What follows belongs to an exercise in optimizing a design on an open flow for small area; a production flow would make more cautious choices. RTL that was checked went through simulation tests only; none was proved equivalent to the original.

==> inputs of ember <==
==> flow/design.v <==
`timescale 1ns / 1ps
module UART(
input clk,
input rst,
input start,
input [7:0] txin,
output reg tx,
input rx,
output [7:0] rxout,
output rxdone, txdone
    );
parameter clock_rate= 100000;
parameter baudrate= 9600;
parameter wait_count=clock_rate/baudrate;
reg [3:0] c;
reg [3:0] j;
reg [7:0] txd;
wire tidle   = (j == 4'd10) && (c == 4'd3);
wire bitDone = (c == 4'd0) && (j != 4'd0);
reg dsel;
always @* begin
    case (j)
    4'd0: dsel = 1'b0;
    4'd1: dsel = txd[0];
    4'd2: dsel = txd[1];
    4'd3: dsel = txd[2];
    4'd4: dsel = txd[3];
    4'd5: dsel = txd[4];
    4'd6: dsel = txd[5];
    4'd7: dsel = txd[6];
    4'd8: dsel = txd[7];
    default: dsel = 1'b1;
    endcase
end
always @(posedge clk) begin
    if (rst) begin
        c <= 4'd3;
        j <= 4'd10;
        tx <= 1'b1;
    end else begin
        if (tidle) begin
            if (start) begin
                c <= 4'd0;
                j <= 4'd0;
            end
        end else if (c == wait_count) begin
            c <= 4'd0;
            j <= j + 4'd1;
        end else
            c <= c + 4'd1;
        if (!bitDone)
            tx <= dsel;
    end
    if (tidle)
        txd <= txin;
end
assign txdone = (j == 4'd10) && (c == 4'd0);
reg [2:0] p;
reg [3:0] r;
reg [9:1] rxdata;
wire ridle = (p == 3'd7);
always @(posedge clk) begin
    if (rst) begin
        p <= 3'd7;
        r <= 4'd0;
        rxdata <= 9'd0;
    end else begin
        if (ridle) begin
            rxdata <= 9'd0;
            r <= 4'd0;
            if (!rx) p <= 3'd0;
        end else if (p == 3'd6) begin
            if (r == 4'd10) begin
                p <= 3'd7;
                r <= 4'd0;
            end else if (bitDone) begin
                p <= 3'd0;
                r <= r + 4'd1;
            end
        end else begin
            p <= p + 3'd1;
            if (p == 3'd5)
                rxdata <= {rx, rxdata[9:2]};
        end
    end
end
assign rxout = rxdata[8:1];
assign rxdone = (r == 4'd9) && bitDone;
endmodule
==> flow/run.sh <==
#!/bin/bash
# synth_recipe.tcl (not shown) runs the flow's synth.tcl, then flattens the netlist and writes it again
# the make line also repeats each setting of config.mk as NAME=value (left out here)
make -C /OpenROAD-flow-scripts/flow DESIGN_CONFIG=/design/flow/config.mk WORK_HOME=/design/flow/orfs CLKGATE_MAP_FILE= SYNTH_SCRIPT=/design/flow/synth_recipe.tcl finish
==> flow/config.mk <==
export PLATFORM = sky130hd
export DESIGN_NAME = UART
export DESIGN_NICKNAME = UART
export VERILOG_FILES = /design/flow/design.v
export SDC_FILE = /design/flow/constraint.sdc
export NUM_CORES = 4
export LEC_CHECK = 0
export CAP_MARGIN = 20
export CORE_MARGIN = 2
export CORE_UTILIZATION = 40
export SLEW_MARGIN = 20
==> flow/constraint.sdc <==
create_clock -name core_clock -period 10.0 [get_ports {clk}]
set_input_delay 2.0000 -clock core_clock [delete_from_list [all_inputs] [get_ports {clk}]]
set_output_delay 2.0000 -clock core_clock [all_outputs]
set_load 0.01 [all_outputs]
==> maple: changes against ember <==
==> flow/design.v, changed modules only <==
module UART(
input clk,
input rst,
input start,
input [7:0] txin,
output tx,
input rx,
output [7:0] rxout,
output rxdone, txdone
    );
parameter clock_rate= 100000;
parameter baudrate= 9600;
parameter wait_count=clock_rate/baudrate;
reg [3:0] c;
reg [3:0] j;
reg [7:0] txd;
wire jten    = j[3] & j[1];                  
wire tidle   = jten & c[0];                  
wire tfirst  = jten & c[1];                  
wire bitDone = c[3] & ~c[1] & c[0];          
wire wrap    = c[3] & ~c[2] & c[1] & ~c[0];  
reg dsel;
always @* begin
    case (j)
    4'd0: dsel = 1'b0;
    4'd1: dsel = txd[0];
    4'd2: dsel = txd[1];
    4'd3: dsel = txd[2];
    4'd4: dsel = txd[3];
    4'd5: dsel = txd[4];
    4'd6: dsel = txd[5];
    4'd7: dsel = txd[6];
    4'd8: dsel = txd[7];
    default: dsel = 1'b1;
    endcase
end
assign tx = dsel;
always @(posedge clk) begin
    if (rst) begin
        c <= 4'd1;
        j <= 4'd10;
    end else begin
        if (tidle) begin
            if (start)
                c <= 4'd14;
        end else if (wrap) begin
            c <= 4'd0;
            j <= j + 4'd1;
        end else begin
            c <= c + 4'd1;
            if (tfirst)
                j <= 4'd0;
        end
    end
    if (tidle)
        txd <= txin;
end
assign txdone = bitDone & j[3] & j[0];       
reg [2:0] p;
reg [3:0] r;
reg [9:1] rxdata;
wire ridle = (p == 3'd7);
always @(posedge clk) begin
    if (rst) begin
        p <= 3'd7;
        r <= 4'd0;
        rxdata <= 9'd0;
    end else begin
        if (ridle) begin
            rxdata <= 9'd0;
            r <= 4'd0;
            if (!rx) p <= 3'd0;
        end else if (p == 3'd6) begin
            if (r[3] & r[1]) begin           
                p <= 3'd7;
                r <= 4'd0;
            end else if (bitDone) begin
                p <= 3'd0;
                r <= r + 4'd1;
            end
        end else begin
            p <= p + 3'd1;
            if (p == 3'd5)
                rxdata <= {rx, rxdata[9:2]};
        end
    end
end
assign rxout = rxdata[8:1];
assign rxdone = bitDone & r[3] & r[0];       
endmodule
==> fjord: changes against ember <==
==> flow/design.v, changed modules only <==
module UART(
input clk,
input rst,
input start,
input [7:0] txin,
output reg tx, 
input rx,
output [7:0] rxout,
output rxdone, txdone
    );
parameter clock_rate= 100000;
parameter baudrate= 9600;
parameter wait_count=clock_rate/baudrate;
integer count;
reg bitDone;  
parameter idle = 0, send = 1, check = 2;
reg [1:0] state;
always@(posedge clk) 
begin
    if(rst)
        begin
        count <= 0;
        bitDone <= 1'b0;
        end
    else if(state == idle) 
        begin
        count <=0;
        end
    else
        begin
        if(count == wait_count)
            begin
            bitDone<=1'b1;
            count <= 0;
            end
        else
            begin
            count<=count+1;
            bitDone<=1'b0;
            end
    end
end
reg [9:0] txData; 
integer bitIndex;  
reg [9:0] shifttx;  
always@(posedge clk)
begin
    if(rst)
        begin
        state <= idle;
        tx <= 1'b1;
        txData <= 0;
        bitIndex <= 0;
        shifttx <= 0;
        end
    else
    case(state)
    idle:
        begin
        tx<=1'b1;
        txData<=0;
        bitIndex<=0;
        shifttx<=0;
        if(start == 1'b1)
           begin
           txData<={1'b1,txin,1'b0};
           state<=send;
           end
         else state<=idle;
        end
     send:
        begin
        tx<=(bitIndex<=9) ? txData[bitIndex] : 1'b1;
        state<=check;
        shifttx<={((bitIndex<=9) ? txData[bitIndex] : 1'b1), shifttx[9:1]};
        end
     check:
            begin
            if(bitIndex<=9)
                begin
                if(bitDone==1'b1)
                    begin
                    bitIndex<=bitIndex+1;
                    state<=send;
                    end
                end
             else 
                begin
                bitIndex<=0;
                state<=idle;
                end
             end
      default: state<=idle;
      endcase
end
assign txdone = (bitIndex == 9 && bitDone==1'b1) ? 1'b1 : 1'b0;
integer rcount;
integer rindex;
parameter ridle = 0, rwait = 1, recv = 2;
reg [1:0] rstate;
reg [9:0] rxdata;
always@(posedge clk)
begin
if(rst)
    begin
    rstate <= ridle;
    rxdata <= 0;
    rcount <= 0;
    rindex <= 0;
    end
else
case(rstate)
    ridle:
        begin
        rxdata <=0;
        rcount<=0;
        rindex<=0;
        if(rx==1'b0)  
            begin
            rstate<=rwait;
            end
        else rstate<=ridle;
        end
     rwait:
        begin
            if(rcount == wait_count/2)  
                begin
                rstate<=recv;
                rcount<=0;
                rxdata <= {rx,rxdata[9:1]};
                end
            else 
                begin
                rcount<=rcount+1;
                rstate<=rwait;
                end
        end
     recv:
        begin
            if(rindex<=9)
                begin
                if(bitDone==1'b1)
                    begin
                    rindex<=rindex+1;
                    rstate<=rwait;
                    end
                 end
             else begin
                rstate<=ridle;
                rindex<=0;
                end
        end
     default: rstate<=ridle;
endcase
end
assign rxout =rxdata[8:1];
assign rxdone= (rindex ==9 && bitDone==1'b1) ? 1'b1 : 1'b0;
endmodule
==> qor summary <==
|  | maple | ember | fjord |
|---|---|---|---|
| Startpoint of the most critical hold path | rxdata[9] | rxdata[9] | txData[7] |
| Depth of the critical timing path with buffers and inverters included | 6 | 6 | 4 |
| Height of the chip | 66.51 um | 69.15 um | 143.0 um |
| Final core occ | 0.5007 | 0.4913 | 0.4603 |
| Count of distinct cell types in the synthesized netlist | 39 | 50 | 68 |
| Status | timing/DRC/antenna clean | timing/DRC/antenna clean | timing/DRC/antenna clean |
| Adder-Cell Fraction of Synth Area | 0.08006 | 0.08106 | 0.01620 |
| Share of cell area taken by multi-input logic gates | 0.4015 | 0.4241 | 0.5004 |
| Proportion of layout cells with a drive suffix above 1 | 0.05587 | 0.06452 | 0.07555 |
| Number of flip-flops under the largest register name | 9 | 9 | - |
| Area growth syn-to-layout | 19.05% | 16.58% | 12.21% |
| Vias per inst | 5.410 | 5.415 | 5.389 |
| Time the final worst path needs with I/O delays and setup | 4146 ps | 4243 ps | 4413 ps |
| # Taps | 48 | 50 | 260 |
| Terminating pin of the worst hold path | rxdata[8] | rxdata[8] | txData[7] |
| Initial DRT Pass Iterations | 4 | 5 | 5 |
| CP max FO | 8 | 9 | 5 |
| Global-route total usage across every layer | 0.1532 | 0.1461 | 0.1792 |
| Data buffer area share | 0.1184 | 0.1113 | 0.03176 |
| Met1 track utilization from global routing | 0.1746 | 0.1569 | 0.2504 |
| Data arrival time at the worst-slack endpoint | 2150 ps | 2240 ps | 2410 ps |
| Largest voltage drop on the vdd net | 109.9 uV | 128.3 uV | 121.7 uV |
Function not checked in ember: the RTL went through the layout flow alone.


==> exp/quartz: inputs <==
// UART: RTL as listed in full above, without the edits since
Settings: LEC_CHECK=0, ABC_AREA=1, CAP_MARGIN=20, CORE_MARGIN=2, CORE_UTILIZATION=40, SLEW_MARGIN=20; clock period 10.0 ns.
run.sh (not shown) runs the stock make flow with config.mk's settings and CLKGATE_MAP_FILE= SYNTH_SCRIPT=/design/flow/synth_recipe.tcl, a recipe that flattens the netlist after the stock synthesis.
==> exp/indigo (differences from exp/quartz) <==
==> flow/design.v, changed modules only <==
module UART(
input clk,
input rst,
input start,
input [7:0] txin,
output reg tx,
input rx,
output [7:0] rxout,
output rxdone, txdone
    );
parameter clock_rate= 100000;
parameter baudrate= 9600;
parameter wait_count=clock_rate/baudrate;
reg [3:0] c;
reg [3:0] j;
reg [7:0] txd;
wire tidle   = j[3] & j[1] & c[1];           
wire bitDone = c[3] & c[1] & ~c[0];          
reg dsel;
always @* begin
    case (j)
    4'd0: dsel = 1'b0;
    4'd1: dsel = txd[0];
    4'd2: dsel = txd[1];
    4'd3: dsel = txd[2];
    4'd4: dsel = txd[3];
    4'd5: dsel = txd[4];
    4'd6: dsel = txd[5];
    4'd7: dsel = txd[6];
    4'd8: dsel = txd[7];
    default: dsel = 1'b1;
    endcase
end
always @(posedge clk) begin
    if (rst) begin
        c <= 4'd2;
        j <= 4'd10;
        tx <= 1'b1;
    end else begin
        if (tidle) begin
            if (start) begin
                c <= 4'd15;
                j <= 4'd0;
            end
        end else if (bitDone) begin
            c <= 4'd0;
            j <= j + 4'd1;
        end else
            c <= c + 4'd1;
        tx <= dsel;
    end
    if (tidle)
        txd <= txin;
end
assign txdone = bitDone & j[3] & j[0];       
reg [2:0] p;
reg [3:0] r;
reg [9:1] rxdata;
wire ridle = (p == 3'd7);
always @(posedge clk) begin
    if (rst) begin
        p <= 3'd7;
        r <= 4'd0;
        rxdata <= 9'd0;
    end else begin
        if (ridle) begin
            rxdata <= 9'd0;
            r <= 4'd0;
            if (!rx) p <= 3'd0;
        end else if (p == 3'd6) begin
            if (r[3] & r[1]) begin           
                p <= 3'd7;
                r <= 4'd0;
            end else if (bitDone) begin
                p <= 3'd0;
                r <= r + 4'd1;
            end
        end else begin
            p <= p + 3'd1;
            if (p == 3'd5)
                rxdata <= {rx, rxdata[9:2]};
        end
    end
end
assign rxout = rxdata[8:1];
assign rxdone = bitDone & r[3] & r[0];       
endmodule
- ABC_AREA: 1 -> not set
- CTS_BUF_LIST: not set -> sky130_fd_sc_hd__clkbuf_1 sky130_fd_sc_hd__clkbuf_2 sky130_fd_sc_hd__clkbuf_4
==> exp/raven (differences from exp/quartz) <==
==> flow/design.v, changed modules only <==
module UART(
input clk,
input rst,
input start,
input [7:0] txin,
output tx,
input rx,
output [7:0] rxout,
output rxdone, txdone
    );
parameter clock_rate= 100000;
parameter baudrate= 9600;
parameter wait_count=clock_rate/baudrate;
reg [3:0] c;
reg [3:0] j;
reg [7:0] txd;
wire jten    = j[3] & j[1];                  
wire tidle   = jten & c[0];                  
wire tfirst  = jten & c[1];                  
wire bitDone = c[3] & ~c[1] & c[0];          
wire wrap    = c[3] & ~c[2] & c[1] & ~c[0];  
reg dsel;
always @* begin
    case (j)
    4'd0: dsel = 1'b0;
    4'd1: dsel = txd[0];
    4'd2: dsel = txd[1];
    4'd3: dsel = txd[2];
    4'd4: dsel = txd[3];
    4'd5: dsel = txd[4];
    4'd6: dsel = txd[5];
    4'd7: dsel = txd[6];
    4'd8: dsel = txd[7];
    default: dsel = 1'b1;
    endcase
end
assign tx = dsel;
always @(posedge clk) begin
    if (rst) begin
        c <= 4'd1;
        j <= 4'd10;
    end else begin
        if (tidle) begin
            if (start)
                c <= 4'd14;
        end else if (wrap) begin
            c <= 4'd0;
            j <= j + 4'd1;
        end else begin
            c <= c + 4'd1;
            if (tfirst)
                j <= 4'd0;
        end
    end
    if (tidle)
        txd <= txin;
end
assign txdone = bitDone & j[3] & j[0];       
reg [2:0] p;
reg [3:0] r;
reg [9:1] rxdata;
wire ridle = (p == 3'd7);
always @(posedge clk) begin
    if (rst) begin
        p <= 3'd7;
        r <= 4'd0;
        rxdata <= 9'd0;
    end else begin
        if (ridle) begin
            rxdata <= 9'd0;
            r <= 4'd0;
            if (!rx) p <= 3'd0;
        end else if (p == 3'd6) begin
            if (r[3] & r[1]) begin           
                p <= 3'd7;
                r <= 4'd0;
            end else if (bitDone) begin
                p <= 3'd0;
                r <= r + 4'd1;
            end
        end else begin
            p <= p + 3'd1;
            if (p == 3'd5)
                rxdata <= {rx, rxdata[9:2]};
        end
    end
end
assign rxout = rxdata[8:1];
assign rxdone = bitDone & r[3] & r[0];       
endmodule
==> flow/flow/run.sh (new file) <==
#!/bin/bash
# Standard ORFS layout, with minimum-size port buffers and a small clock tree.
set -euo pipefail
cd "$(dirname "$0")/.."
bash standard.sh \
  "BUFFER_PORTS_ARGS=-buffer_cell sky130_fd_sc_hd__buf_1" \
  "CTS_ARGS=-sink_clustering_enable -repair_clock_nets -buf_list sky130_fd_sc_hd__clkbuf_8 -sink_clustering_size 32 -sink_clustering_max_diameter 200 -dont_use_dummy_load" \
  finish > standard.log 2>&1
==> flow/standard.sh (new file) <==
#!/bin/bash
# synth_recipe.tcl (not shown) runs the flow's synth.tcl, then flattens the netlist and writes it again
# the make line also repeats each setting of config.mk as NAME=value (left out here)
make -C /OpenROAD-flow-scripts/flow DESIGN_CONFIG=/design/flow/config.mk WORK_HOME=/design/flow/orfs CLKGATE_MAP_FILE= SYNTH_SCRIPT=/design/flow/synth_recipe.tcl "${@:-finish}"
- ABC_AREA: 1 -> not set
removed: flow/run.sh
==> exp/xenon (differences from exp/quartz) <==
==> flow/design.v, changed modules only <==
module UART(
input clk,
input rst,
input start,
input [7:0] txin,
output tx,
input rx,
output [7:0] rxout,
output rxdone, txdone
    );
parameter clock_rate= 100000;
parameter baudrate= 9600;
parameter wait_count=clock_rate/baudrate;
reg [3:0] c;
reg [3:0] j;
reg [7:0] txd;
wire jten    = j[3] & j[1];                  
wire tidle   = jten & c[0];                  
wire tfirst  = jten & c[1];                  
wire bitDone = c[3] & ~c[1] & c[0];          
wire wrap    = c[3] & ~c[2] & c[1] & ~c[0];  
reg dsel;
always @* begin
    case (j)
    4'd0: dsel = 1'b0;
    4'd1: dsel = txd[0];
    4'd2: dsel = txd[1];
    4'd3: dsel = txd[2];
    4'd4: dsel = txd[3];
    4'd5: dsel = txd[4];
    4'd6: dsel = txd[5];
    4'd7: dsel = txd[6];
    4'd8: dsel = txd[7];
    default: dsel = 1'b1;
    endcase
end
assign tx = dsel;
always @(posedge clk) begin
    if (rst) begin
        c <= 4'd1;
        j <= 4'd10;
    end else begin
        if (tidle) begin
            if (start)
                c <= 4'd14;
        end else if (wrap) begin
            c <= 4'd0;
            j <= j + 4'd1;
        end else begin
            c <= c + 4'd1;
            if (tfirst)
                j <= 4'd0;
        end
    end
    if (tidle)
        txd <= txin;
end
assign txdone = bitDone & j[3] & j[0];       
reg [2:0] p;
reg [3:0] r;
reg [9:1] rxdata;
wire ridle = (p == 3'd7);
always @(posedge clk) begin
    if (rst) begin
        p <= 3'd7;
        r <= 4'd0;
        rxdata <= 9'd0;
    end else begin
        if (ridle) begin
            rxdata <= 9'd0;
            r <= 4'd0;
            if (!rx) p <= 3'd0;
        end else if (p == 3'd6) begin
            if (r[3] & r[1]) begin           
                p <= 3'd7;
                r <= 4'd0;
            end else if (bitDone) begin
                p <= 3'd0;
                r <= r + 4'd1;
            end
        end else begin
            p <= p + 3'd1;
            if (p == 3'd5)
                rxdata <= {rx, rxdata[9:2]};
        end
    end
end
assign rxout = rxdata[8:1];
assign rxdone = bitDone & r[3] & r[0];       
endmodule
==> flow/flow/run.sh (new file) <==
#!/bin/bash
# Standard ORFS layout, with minimum-size port buffers and a small clock tree.
set -euo pipefail
cd "$(dirname "$0")/.."
bash standard.sh \
  "BUFFER_PORTS_ARGS=-buffer_cell sky130_fd_sc_hd__buf_1" \
  "CTS_ARGS=-sink_clustering_enable -repair_clock_nets -buf_list sky130_fd_sc_hd__clkbuf_4 -dont_use_dummy_load" \
  finish > standard.log 2>&1
==> flow/standard.sh (new file) <==
#!/bin/bash
# synth_recipe.tcl (not shown) runs the flow's synth.tcl, then flattens the netlist and writes it again
# the make line also repeats each setting of config.mk as NAME=value (left out here)
make -C /OpenROAD-flow-scripts/flow DESIGN_CONFIG=/design/flow/config.mk WORK_HOME=/design/flow/orfs CLKGATE_MAP_FILE= SYNTH_SCRIPT=/design/flow/synth_recipe.tcl "${@:-finish}"
- ABC_AREA: 1 -> not set
removed: flow/run.sh
==> flow_summary.toml <==
[final_layout]
largest_class = "multi-input gates"
fin_util = 0.490
drive_gt1_frac = 0.111
n_fill_cell = 438

[power_and_ir_drop]
seq_power_share = 0.365

[yosys]
synth_seq_cells = 33
synth.yosys.seq_area_share = 0.401
synth-adder-area-share = 0.0744
synth_compound_area_frac = 0.101

[floorplan]
std_cell_rows = 24

[run_status]
outcome = "timing/DRC/antenna clean"

[timing]
final.setup.worst_slack_ps = 6030

[global_route]
grt_util_all_layers = 0.155

[setup_path]
cp_max_fo = 5
crit_top_cell = "nand2_2"
(the above is from exp/quartz)
==> flow_summary.toml <==
[run_status]
outcome = "timing/DRC/antenna clean"

[final_layout]
fin_util = 0.486
drive_gt1_frac = 0.0862

[yosys]
synth.yosys.seq_area_share = 0.463
synth-adder-area-share = 0.0782
synth_seq_cells = 33

[global_route]
grt_util_all_layers = 0.141

[power_and_ir_drop]
seq_power_share = 0.480
(the above is from exp/indigo)
==> flow_summary.toml <==
[run_status]
outcome = "timing/DRC/antenna clean"

[yosys]
synth_seq_cells = 32
synth-adder-area-share = 0.0801
synth.yosys.seq_area_share = 0.461
synth_compound_area_frac = 0.139

[global_route]
grt_util_all_layers = 0.141

[final_layout]
fin_util = 0.449
largest_class = "multi-input gates"
n_fill_cell = 379

[power_and_ir_drop]
seq_power_share = 0.524

[floorplan]
std_cell_rows = 22

[timing]
final.setup.worst_slack_ps = 6180
(the above is from exp/xenon)
==> flow_summary.toml <==
[run_status]
outcome = "timing/DRC/antenna clean"

[global_route]
grt_util_all_layers = 0.148

[yosys]
synth-adder-area-share = 0.0801
synth.yosys.seq_area_share = 0.461
synth_compound_area_frac = 0.139
synth_seq_cells = 32

[final_layout]
fin_util = 0.458
n_fill_cell = 374

[floorplan]
std_cell_rows = 22

[timing]
final.setup.worst_slack_ps = 6240

[power_and_ir_drop]
seq_power_share = 0.486
(the above is from exp/raven)
No functional check of the RTL was part of exp/quartz and exp/indigo.

==> static timing again, ports no longer ideal <==
Ports are ideal in the flow. The routed layouts listed here were re-timed in OpenROAD. Step 1 sets driving cells, clkbuf_16 on the clock port and buf_2 on the other inputs (assumed; they add their load-dependent delay and slew). Step 2 also shifts input and output timing later by t, the mid clock arrival at the registers, as if the neighbouring blocks saw the same clock. Three values: ideal ports, drivers, drivers and shift; two values: the first two.
run	t (ns)	setup WS [ns]	worst setup path after step 2	worst slew at a driven data input, ns
ember	0.309	5.757 / 5.731 / 6.040	register to output	0.03
maple	0.301	5.854 / 5.828 / 6.129	register to output	0.03
fjord	0.461	5.587 / 5.543 / 6.004	register to output	0.04
exp/quartz	0.310	6.029 / 6.001 / 6.311	register to output	0.03
exp/indigo	0.349	6.144 / 6.120 / 6.469	register to output	0.03
exp/raven	0.301	6.238 / 6.213 / 6.514	register to output	0.03
exp/xenon	0.338	6.182 / 6.158 / 6.496	register to output	0.03
After both steps setup and hold are still met in every run listed.
